Source: an optimization exercise on an open RTL-to-GDS flow (aim: small area). Production flows keep margins and buffers that such runs may drop. Function was checked by simulation only, so behaviour that the tests miss may differ from the original. The clock port is modelled as an ideal driver, which makes a skipped or thinned clock tree look cheaper than it is; a real chip needs a root buffer or a tree.

==> exp/ember <==
## rom_module
module rom_module(clk, rst, data, enable, sel, selec);
input clk;
input rst;
input [1:0] sel;
input selec;
output [8:0] data;
output enable;
wire tick;
divFreq #(.freq(240), .freq_out(30)) d1(clk, rst, enable, tick);
reg started;
always @(posedge clk)
	if (rst) started <= 1'b0;
	else if (tick) started <= 1'b1;
reg [5:0] aA;
reg [4:0] cA;
wire zA = (cA == 5'd0);
always @(posedge clk) begin
	if (rst) begin
		aA <= 6'd12; cA <= 5'd0;
	end else if (tick) begin
		if (zA) begin
			if (aA == 6'd58) aA <= 6'd12;
			else cA <= 5'd1;
		end else if (cA == 5'd30) begin
			aA <= aA - 6'd16; cA <= 5'd0;
		end else begin
			aA <= aA + 1'b1; cA <= {cA[3:0], ~(cA[4] ^ cA[2])};
		end
	end
end
reg [5:0] aB;
reg [4:0] cB;
wire zB = (cB == 5'd0);
always @(posedge clk) begin
	if (rst) begin
		aB <= 6'd12; cB <= 5'd0;
	end else if (tick) begin
		if (zB) begin
			if (aB == 6'd52) aB <= 6'd12;
			else cB <= 5'd1;
		end else if (cB == 5'd30) begin
			aB <= aB - 6'd16; cB <= 5'd0;
		end else begin
			aB <= aB + 1'b1; cB <= {cB[3:0], ~(cB[4] ^ cB[2])};
		end
	end
end
wire nB = (sel == 2'b01);
wire [5:0] ma = nB ? aB : aA;
wire mz = nB ? zB : zA;
wire m0 = (ma == 6'd12);
reg [8:0] mq;
always @* begin
	case (ma)
		6'd12: mq = 9'h038;
		6'd13: mq = 9'h00E;
  ...
==> module rom_module, before the edit <==
module rom_module(clk, rst, data, enable, sel, selec);
input clk;
input rst;
input [1:0] sel;
input selec;
output [8:0] data;
output enable;
wire tick;
divFreq #(.freq(240), .freq_out(30)) d1(clk, rst, enable, tick);
reg started;
always @(posedge clk)
	if (rst) started <= 1'b0;
	else if (tick) started <= 1'b1;
reg [5:0] aA;
reg [4:0] cA;
wire zA = (cA == 5'd0);
always @(posedge clk) begin
	if (rst) begin
		aA <= 6'd12; cA <= 5'd0;
	end else if (tick) begin
		if (zA) begin
			if (aA == 6'd58) aA <= 6'd12;
			else cA <= 5'd1;
		end else if (cA == 5'd30) begin
			aA <= aA - 6'd16; cA <= 5'd0;
		end else begin
			aA <= aA + 1'b1; cA <= {cA[3:0], ~(cA[4] ^ cA[2])};
		end
	end
end
reg [5:0] aB;
reg [4:0] cB;
wire zB = (cB == 5'd0);
always @(posedge clk) begin
	if (rst) begin
		aB <= 6'd12; cB <= 5'd0;
	end else if (tick) begin
		if (zB) begin
			if (aB == 6'd52) aB <= 6'd12;
			else cB <= 5'd1;
		end else if (cB == 5'd30) begin
			aB <= aB - 6'd16; cB <= 5'd0;
		end else begin
			aB <= aB + 1'b1; cB <= {cB[3:0], ~(cB[4] ^ cB[2])};
		end
	end
end
wire nB = (sel == 2'b01);
wire [5:0] ma = nB ? aB : aA;
wire mz = nB ? zB : zA;
wire m0 = (ma == 6'd12);
reg [8:0] mq;
always @* begin
	case (ma)
		6'd12: mq = 9'h038;
		6'd13: mq = 9'h00E;
		6'd14: mq = 9'h001;
		6'd15: mq = 9'h120;
		6'd16: mq = 9'h120;
		6'd17: mq = 9'h120;
		6'd18: mq = 9'h120;
		6'd19: mq = 9'h120;
		6'd20: mq = 9'h120;
		6'd21: mq = 9'h120;
		6'd22: mq = 9'h120;
		6'd23: mq = 9'h150;
		6'd24: mq = 9'h172;
		6'd25: mq = 9'h169;
		6'd26: mq = 9'h16D;
		6'd27: mq = 9'h165;
		6'd28: mq = 9'h172;
		6'd29: mq = 9'h16F;
		6'd30: mq = 9'h120;
		6'd31: mq = 9'h153;
		6'd32: mq = 9'h165;
		6'd33: mq = 9'h167;
		6'd34: mq = 9'h175;
		6'd35: mq = 9'h16E;
		6'd36: mq = 9'h164;
		6'd37: mq = 9'h16F;
		6'd38: mq = 9'h120;
		6'd39: mq = 9'h154;
		6'd40: mq = 9'h165;
		6'd41: mq = 9'h172;
		6'd42: mq = 9'h163;
		6'd43: mq = 9'h165;
		6'd44: mq = 9'h172;
		6'd45: mq = 9'h16F;
		6'd46: mq = 9'h120;
		6'd47: mq = 9'h123;
		6'd48: mq = 9'h123;
		6'd49: mq = 9'h123;
		6'd50: mq = 9'h123;
		6'd51: mq = nB ? 9'h123 : 9'h120;
		6'd52: mq = 9'h120;
		6'd53: mq = 9'h120;
		6'd54: mq = 9'h120;
		6'd55: mq = 9'h120;
		6'd56: mq = 9'h120;
		6'd57: mq = 9'h120;
		6'd58: mq = 9'h120;
		6'd59: mq = nB ? 9'h120 : 9'h000;
		default: mq = 9'h000;
	endcase
end
wire [8:0] mword = mz ? (m0 ? 9'h120 : 9'h001) : mq;
reg [4:0] f1, f2, f3;
always @(posedge clk) begin
	if (rst) begin
		f1 <= 5'd17; f2 <= 5'd17; f3 <= 5'd17;
	end else if (tick) begin
		f1 <= (f1 == 5'd16) ? 5'd17 : {f1[3:0], ~(f1[4] ^ f1[2])};
		f2 <= (f2 == 5'd12) ? 5'd17 : {f2[3:0], ~(f2[4] ^ f2[2])};
		f3 <= (f3 == 5'd19) ? 5'd17 : {f3[3:0], ~(f3[4] ^ f3[2])};
	end
end
wire [4:0] fc = (sel == 2'b00) ? f1 : (sel == 2'b01) ? f2 : f3;
reg [8:0] fq;
always @* begin
	case (fc)
		5'd17: fq = 9'h001;
		5'd2: fq = 9'h038;
		5'd5: fq = 9'h00E;
		5'd10: fq = 9'h001;
		5'd21: fq = 9'h141;
		5'd11: fq = 9'h172;
		5'd23: fq = 9'h172;
		5'd15: fq = 9'h169;
		5'd30: fq = 9'h162;
		5'd29: fq = 9'h161;
		5'd27: fq = 9'h120;
		5'd22: fq = 9'h0C0;
		5'd13: fq = 9'h141;
		5'd26: fq = 9'h162;
		5'd20: fq = 9'h161;
		5'd9: fq = 9'h16A;
		5'd19: fq = 9'h16F;
		5'd6: fq = 9'h120;
		5'd12: fq = 9'h123;
		5'd24: fq = 9'h123;
		5'd16: fq = 9'h123;
		default: fq = 9'h000;
	endcase
end
assign data = started ? (selec ? fq : mword) : 9'h000;
endmodule
Settings: LEC_CHECK=0, ABC_AREA=1, CAP_MARGIN=20, CORE_MARGIN=2, CORE_UTILIZATION=40, GPL_TIMING_DRIVEN=0, SLEW_MARGIN=20; clock period 8.0 ns.
standard.sh (not shown) runs the stock make flow with config.mk's settings and CLKGATE_MAP_FILE= SYNTH_SCRIPT=/design/flow/synth_recipe.tcl, a recipe that flattens the netlist after the stock synthesis.
==> flow/flow/run.sh <==
#!/bin/bash
# Own layout flow: the standard layout (standard.sh) with these changes:
#  - synthesis maps the logic with a stronger area script for ABC
#    (flow/abc_area.script) in place of ORFS's abc_area.script;
#  - synthesis leaves half/full adders to ABC instead of extracting them
#    into fixed adder cells first;
#  - the port buffers are the smallest buffer, sky130_fd_sc_hd__buf_1;
#  - clock tree synthesis adds no dummy loads to balance the tree.
# Registers, their names and cells come from the standard synthesis; the
# rest of the layout is the standard flow. Each tool's full output is in
# orfs/logs/ and the whole run's output in flow_run.log.
set -euo pipefail
W=$(pwd)
cat > "$W/own_synth.tcl" <<EOT
proc abc {args} {
  set i [lsearch -exact \$args -script]
  if {\$i >= 0} { lset args [expr {\$i + 1}] {$W/flow/abc_area.script} }
  yosys abc {*}\$args
}
proc extract_fa {args} {}
source {$W/synth_recipe.tcl}
EOT
bash "$W/standard.sh" SYNTH_SCRIPT="$W/own_synth.tcl" \
  BUFFER_PORTS_ARGS="-buffer_cell sky130_fd_sc_hd__buf_1" \
  CTS_ARGS="-repair_clock_nets -dont_use_dummy_load -root_buf sky130_fd_sc_hd__clkbuf_16 -buf_list sky130_fd_sc_hd__clkbuf_16" finish > "$W/flow_run.log" 2>&1
==> flow/flow/abc_area.script <==
strash
&get -n
&deepsyn -J 50 -T 1000
&put
dch -f
amap -F 4 -A 8
==> exp/yarrow (differences from exp/ember) <==
--- a/flow/flow/run.sh
+++ b/flow/flow/run.sh
@@ -5,7 +5,9 @@
 #  - synthesis leaves half/full adders to ABC instead of extracting them
 #    into fixed adder cells first;
 #  - the port buffers are the smallest buffer, sky130_fd_sc_hd__buf_1;
-#  - clock tree synthesis adds no dummy loads to balance the tree.
+#  - clock tree synthesis adds no dummy loads to balance the tree, and
+#    flow/post_cts.tcl then replaces its two-level tree by one level of
+#    three buffers, each driving a third of the flip-flops.
 # Registers, their names and cells come from the standard synthesis; the
 # rest of the layout is the standard flow. Each tool's full output is in
 # orfs/logs/ and the whole run's output in flow_run.log.
@@ -22,4 +24,6 @@
 EOT
 bash "$W/standard.sh" SYNTH_SCRIPT="$W/own_synth.tcl" \
   BUFFER_PORTS_ARGS="-buffer_cell sky130_fd_sc_hd__buf_1" \
-  CTS_ARGS="-repair_clock_nets -dont_use_dummy_load -root_buf sky130_fd_sc_hd__clkbuf_16 -buf_list sky130_fd_sc_hd__clkbuf_16" finish > "$W/flow_run.log" 2>&1
+  CTS_ARGS="-sink_clustering_enable -repair_clock_nets -dont_use_dummy_load" \
+  POST_CTS_TCL="$W/flow/post_cts.tcl" FLOW_CLOCK_PORT=clk FLOW_CLOCK_GROUPS=3 \
+  FLOW_CLOCK_BUF=sky130_fd_sc_hd__clkbuf_8 finish > "$W/flow_run.log" 2>&1
==> flow/flow/abc_area.script (replaced) <==
strash
&get -n
&deepsyn -J 50 -T 1000
&put
dch -f
amap -F 4 -A 8 -m
strash
dch -f
amap -F 4 -A 8 -m
==> flow/flow/post_cts.tcl (new file) <==
# Runs at the end of the CTS step (ORFS POST_CTS_TCL hook), before the step
# writes its database. The design has only a few dozen flip-flops, so the
# two-level tree TritonCTS builds (a root buffer and four leaf buffers) is
# replaced by one level: the flip-flops are split into FLOW_CLOCK_GROUPS
# equal groups by x position, and each group gets its own clock buffer,
# placed at the group's centre and driven by the clock port. Every
# flip-flop is then one buffer from the clock port, each buffer driving the
# same number of flip-flops.
set block [ord::get_db_block]
set db [ord::get_db]
set clk_net [$block findNet $::env(FLOW_CLOCK_PORT)]
set groups $::env(FLOW_CLOCK_GROUPS)

set sinks {}
foreach inst [$block getInsts] {
  if { ![[$inst getMaster] isSequential] } { continue }
  set it [$inst findITerm CLK]
  if { $it == "NULL" } { continue }
  set box [$inst getBBox]
  lappend sinks [list [expr { ([$box xMin] + [$box xMax]) / 2 }] \
    [expr { ([$box yMin] + [$box yMax]) / 2 }] $it]
}
set sinks [lsort -integer -index 0 $sinks]
set n [llength $sinks]
puts "post_cts: $n clock sinks in $groups groups"

# remove the CTS buffers and their nets
set old_nets {}
foreach inst [$block getInsts] {
  set m [[$inst getMaster] getName]
  if { [string match "clkbuf_*" [$inst getName]] && [string match "sky130_fd_sc_hd__clkbuf_*" $m] } {
    foreach it [$inst getITerms] {
      set net [$it getNet]
      if { $net != "NULL" && [$net getName] != [$clk_net getName] } { lappend old_nets $net }
      $it disconnect
    }
    puts "post_cts: removing [$inst getName] ($m)"
    odb::dbInst_destroy $inst
  }
}
foreach net [lsort -unique $old_nets] {
  foreach it [$net getITerms] { $it disconnect }
  odb::dbNet_destroy $net
}

set master [$db findMaster $::env(FLOW_CLOCK_BUF)]
for { set g 0 } { $g < $groups } { incr g } {
  set lo [expr { ($g * $n) / $groups }]
  set hi [expr { (($g + 1) * $n) / $groups - 1 }]
  set buf [odb::dbInst_create $block $master clkbuf_0_${g}_clk]
  set net [odb::dbNet_create $block clknet_0_${g}_clk]
  $net setSigType CLOCK
  [$buf findITerm A] connect $clk_net
  [$buf findITerm X] connect $net
  set sx 0
  set sy 0
  foreach s [lrange $sinks $lo $hi] {
    lassign $s x y it
    $it disconnect
    $it connect $net
    set sx [expr { $sx + $x }]
    set sy [expr { $sy + $y }]
  }
  set k [expr { $hi - $lo + 1 }]
  $buf setLocation [expr { $sx / $k }] [expr { $sy / $k }]
  $buf setPlacementStatus PLACED
  puts "post_cts: [$buf getName] drives $k flip-flops"
}

detailed_placement
check_placement -verbose
estimate_parasitics -placement
report_clock_skew
report_check_types -max_slew -max_capacitance
==> exp/violet (differences from exp/ember) <==
==> flow/design.v (replaced) <==
`timescale 1ns / 1ps
module divFreq(clk, rst, clk_out, tick);
input clk;
input rst;
output reg clk_out;
output tick;
parameter freq = 100000000;
parameter freq_out = 30;
localparam max_count = freq/(2*freq_out);
reg [$clog2(max_count+1)-1:0] count;
assign tick = (count == max_count) && !clk_out;
always @(posedge clk) begin
	if (rst) begin
		count <= 0;
		clk_out <= 1'b0;
	end else if (count == max_count) begin
		clk_out <= ~clk_out;
		count <= 0;
	end else
		count <= count + 1'b1;
end
endmodule
`timescale 1ns / 1ps
module rom_module(clk, rst, data, enable, sel, selec);
input clk;
input rst;
input [1:0] sel;
input selec;
output [8:0] data;
output enable;
wire tick;
divFreq #(.freq(240), .freq_out(30)) d1(clk, rst, enable, tick);
reg started;
always @(posedge clk)
	if (rst) started <= 1'b0;
	else if (tick) started <= 1'b1;
reg [5:0] aA;
reg [4:0] cA;
wire zA = (cA == 5'd0);
always @(posedge clk) begin
	if (rst) begin
		aA <= 6'd0; cA <= 5'd0;
	end else if (tick) begin
		if (zA) begin
			if (aA == 6'd46) aA <= 6'd0;
			else cA <= 5'd1;
		end else if (cA == 5'd30) begin
			aA <= aA - 6'd16; cA <= 5'd0;
		end else begin
			aA <= aA + 1'b1; cA <= {cA[3:0], ~(cA[4] ^ cA[2])};
		end
	end
end
reg [5:0] aB;
reg [4:0] cB;
wire zB = (cB == 5'd0);
always @(posedge clk) begin
	if (rst) begin
		aB <= 6'd0; cB <= 5'd0;
	end else if (tick) begin
		if (zB) begin
			if (aB == 6'd40) aB <= 6'd0;
			else cB <= 5'd1;
		end else if (cB == 5'd30) begin
			aB <= aB - 6'd16; cB <= 5'd0;
		end else begin
			aB <= aB + 1'b1; cB <= {cB[3:0], ~(cB[4] ^ cB[2])};
		end
	end
end
wire nB = (sel == 2'b01);
wire [5:0] ma = nB ? aB : aA;
wire mz = nB ? zB : zA;
wire m0 = (ma == 6'd0);
reg [8:0] mq;
always @* begin
	case (ma)
		6'd0: mq = 9'h038;
		6'd1: mq = 9'h00E;
		6'd2: mq = 9'h001;
		6'd3: mq = 9'h120;
		6'd4: mq = 9'h120;
		6'd5: mq = 9'h120;
		6'd6: mq = 9'h120;
		6'd7: mq = 9'h120;
		6'd8: mq = 9'h120;
		6'd9: mq = 9'h120;
		6'd10: mq = 9'h120;
		6'd11: mq = 9'h150;
		6'd12: mq = 9'h172;
		6'd13: mq = 9'h169;
		6'd14: mq = 9'h16D;
		6'd15: mq = 9'h165;
		6'd16: mq = 9'h172;
		6'd17: mq = 9'h16F;
		6'd18: mq = 9'h120;
		6'd19: mq = 9'h153;
		6'd20: mq = 9'h165;
		6'd21: mq = 9'h167;
		6'd22: mq = 9'h175;
		6'd23: mq = 9'h16E;
		6'd24: mq = 9'h164;
		6'd25: mq = 9'h16F;
		6'd26: mq = 9'h120;
		6'd27: mq = 9'h154;
		6'd28: mq = 9'h165;
		6'd29: mq = 9'h172;
		6'd30: mq = 9'h163;
		6'd31: mq = 9'h165;
		6'd32: mq = 9'h172;
		6'd33: mq = 9'h16F;
		6'd34: mq = 9'h120;
		6'd35: mq = 9'h123;
		6'd36: mq = 9'h123;
		6'd37: mq = 9'h123;
		6'd38: mq = 9'h123;
		6'd39: mq = nB ? 9'h123 : 9'h120;
		6'd40: mq = 9'h120;
		6'd41: mq = 9'h120;
		6'd42: mq = 9'h120;
		6'd43: mq = 9'h120;
		6'd44: mq = 9'h120;
		6'd45: mq = 9'h120;
		6'd46: mq = 9'h120;
		6'd47: mq = nB ? 9'h120 : 9'h000;
		default: mq = 9'h000;
	endcase
end
wire [8:0] mword = mz ? (m0 ? 9'h120 : 9'h001) : mq;
reg [4:0] f1, f2, f3;
always @(posedge clk) begin
	if (rst) begin
		f1 <= 5'd0; f2 <= 5'd0; f3 <= 5'd0;
	end else if (tick) begin
		f1 <= (f1 == 5'd27) ? 5'd0 : {f1[3:0], ~(f1[4] ^ f1[2])};
		f2 <= (f2 == 5'd30) ? 5'd0 : {f2[3:0], ~(f2[4] ^ f2[2])};
		f3 <= (f3 == 5'd23) ? 5'd0 : {f3[3:0], ~(f3[4] ^ f3[2])};
	end
end
wire [4:0] fc = (sel == 2'b00) ? f1 : (sel == 2'b01) ? f2 : f3;
reg [8:0] fq;
always @* begin
	case (fc)
		5'd0: fq = 9'h001;
		5'd1: fq = 9'h038;
		5'd3: fq = 9'h00E;
		5'd7: fq = 9'h001;
		5'd14: fq = 9'h141;
		5'd28: fq = 9'h172;
		5'd25: fq = 9'h172;
		5'd18: fq = 9'h169;
		5'd4: fq = 9'h162;
		5'd8: fq = 9'h161;
		5'd17: fq = 9'h120;
		5'd2: fq = 9'h0C0;
		5'd5: fq = 9'h141;
		5'd10: fq = 9'h162;
		5'd21: fq = 9'h161;
		5'd11: fq = 9'h16A;
		5'd23: fq = 9'h16F;
		5'd15: fq = 9'h120;
		5'd30: fq = 9'h123;
		5'd29: fq = 9'h123;
		5'd27: fq = 9'h123;
		default: fq = 9'h000;
	endcase
end
assign data = started ? (selec ? fq : mword) : 9'h000;
endmodule
==> flow/flow/run.sh (replaced) <==
#!/bin/bash
# Own layout flow: the standard layout (standard.sh) with three changes:
#  - synthesis maps the logic with a stronger area script for ABC
#    (flow/abc_area.script) in place of ORFS's abc_area.script;
#  - synthesis leaves half/full adders to ABC instead of extracting them
#    into fixed adder cells first;
#  - the port buffers are the smallest buffer, sky130_fd_sc_hd__buf_1.
# Registers, their names and cells come from the standard synthesis; the
# rest of the layout is the standard flow. Each tool's full output is in
# orfs/logs/ and the whole run's output in flow_run.log.
set -euo pipefail
W=$(pwd)
cat > "$W/own_synth.tcl" <<EOT
proc abc {args} {
  set i [lsearch -exact \$args -script]
  if {\$i >= 0} { lset args [expr {\$i + 1}] {$W/flow/abc_area.script} }
  yosys abc {*}\$args
}
proc extract_fa {args} {}
source {$W/synth_recipe.tcl}
EOT
bash "$W/standard.sh" SYNTH_SCRIPT="$W/own_synth.tcl" \
  BUFFER_PORTS_ARGS="-buffer_cell sky130_fd_sc_hd__buf_1" finish > "$W/flow_run.log" 2>&1
==> flow/flow/abc_area.script (replaced) <==
strash
&get -n
&deepsyn -J 50 -T 120
&dch -f
&nf -p -R 1000 -F 8 -C 32
&put
--- a/flow/config.mk
+++ b/flow/config.mk
@@ -9,5 +9,5 @@
 export CAP_MARGIN = 20
 export CORE_MARGIN = 2
 export CORE_UTILIZATION = 40
-export GPL_TIMING_DRIVEN = 0
+export CTS_BUF_LIST = sky130_fd_sc_hd__clkbuf_4
 export SLEW_MARGIN = 20
==> reports/metrics.cfg <==
[run_status]
status = complete, no violations

[setup_path]
cp.depth = 19
cp_top_family = simple AND/OR/NAND/NOR gates
cp_cell_sequence = buf_1 > nor2b_2 > clkinv_1 > o22ai_1 > clkinv_1 > nand2_1 > o21ai_0 > o21bai_1 > nor2_1 > nor2_1 > o21ai_0 > clkinv_1 > or3_1 > o21a_1 > o21ai_0 > nor2_1 > nor4_1 > o31ai_1 > buf_1

the above is filed under exp/yarrow

==> reports/metrics.cfg <==
[run_status]
status = complete, no violations

[setup_path]
cp_cell_sequence = buf_1 > nor2b_1 > clkinv_1 > o22ai_1 > nor2_1 > a211oi_1 > o21ai_0 > nor2_1 > nor2_1 > o21ai_0 > o211ai_1 > nor2_1 > o22ai_1 > o2111a_1 > o41ai_1 > buf_1
cp.depth = 16
cp_top_family = compound AO/OA/AOI/OAI gates

[routing]
route.vias.total = 2145

[cells_and_area]
diodes = 0

[pwr]
seq-power_w = 0.000255

the above is filed under exp/ember

==> reports/metrics.cfg <==
[run_status]
status = complete, no violations

[placement]
dp_hpwl_um = 3990

[setup_path]
cp.depth = 15
cp_cell_sequence = buf_1 > nor2b_1 > buf_4 > o21ai_0 > nand2_1 > a21oi_1 > a311o_1 > nor4_1 > a211oi_1 > o211a_1 > nand2b_1 > nor2_1 > nor4_1 > a21oi_1 > buf_1
cp_top_family = compound AO/OA/AOI/OAI gates

the above is filed under exp/violet

In exp/yarrow the design's own scripts or RTL, not TritonCTS, make the clock network.

[what the ideal ports hide]
No port has a modelled driver above. Below, the same layouts with a new extraction and two added sets of constraints.
Step 1, drivers: a clkbuf_16 drives clk and a buf_2 each remaining input, both assumed.
Step 2, shift: input delay + t, output delay - t, t = (earliest + latest rising clock arrival at the registers) / 2. This alone moves slack from input paths to output paths.
a / b / c = no drivers / after step 1 / after step 2; a / b = the first two.
run	t, ns	setup slack, ns	worst setup path after step 2	slew at the worst register clock pin (ns)	pins driven straight from the clock port
exp/ember	0.303	0.577 / 0.558 / 0.558	input to output	0.06 / 0.06	1
exp/yarrow	0.190	0.691 / 0.670 / 0.670	input to output	0.09 / 0.09	3
exp/violet	0.358	1.609 / 1.585 / 1.585	input to output	0.12 / 0.12	1
After both steps every run listed still meets setup and hold. For exp/violet, which loses most, drivers alone change the setup slack by -0.024 ns; drivers and shift together by -0.024 ns.
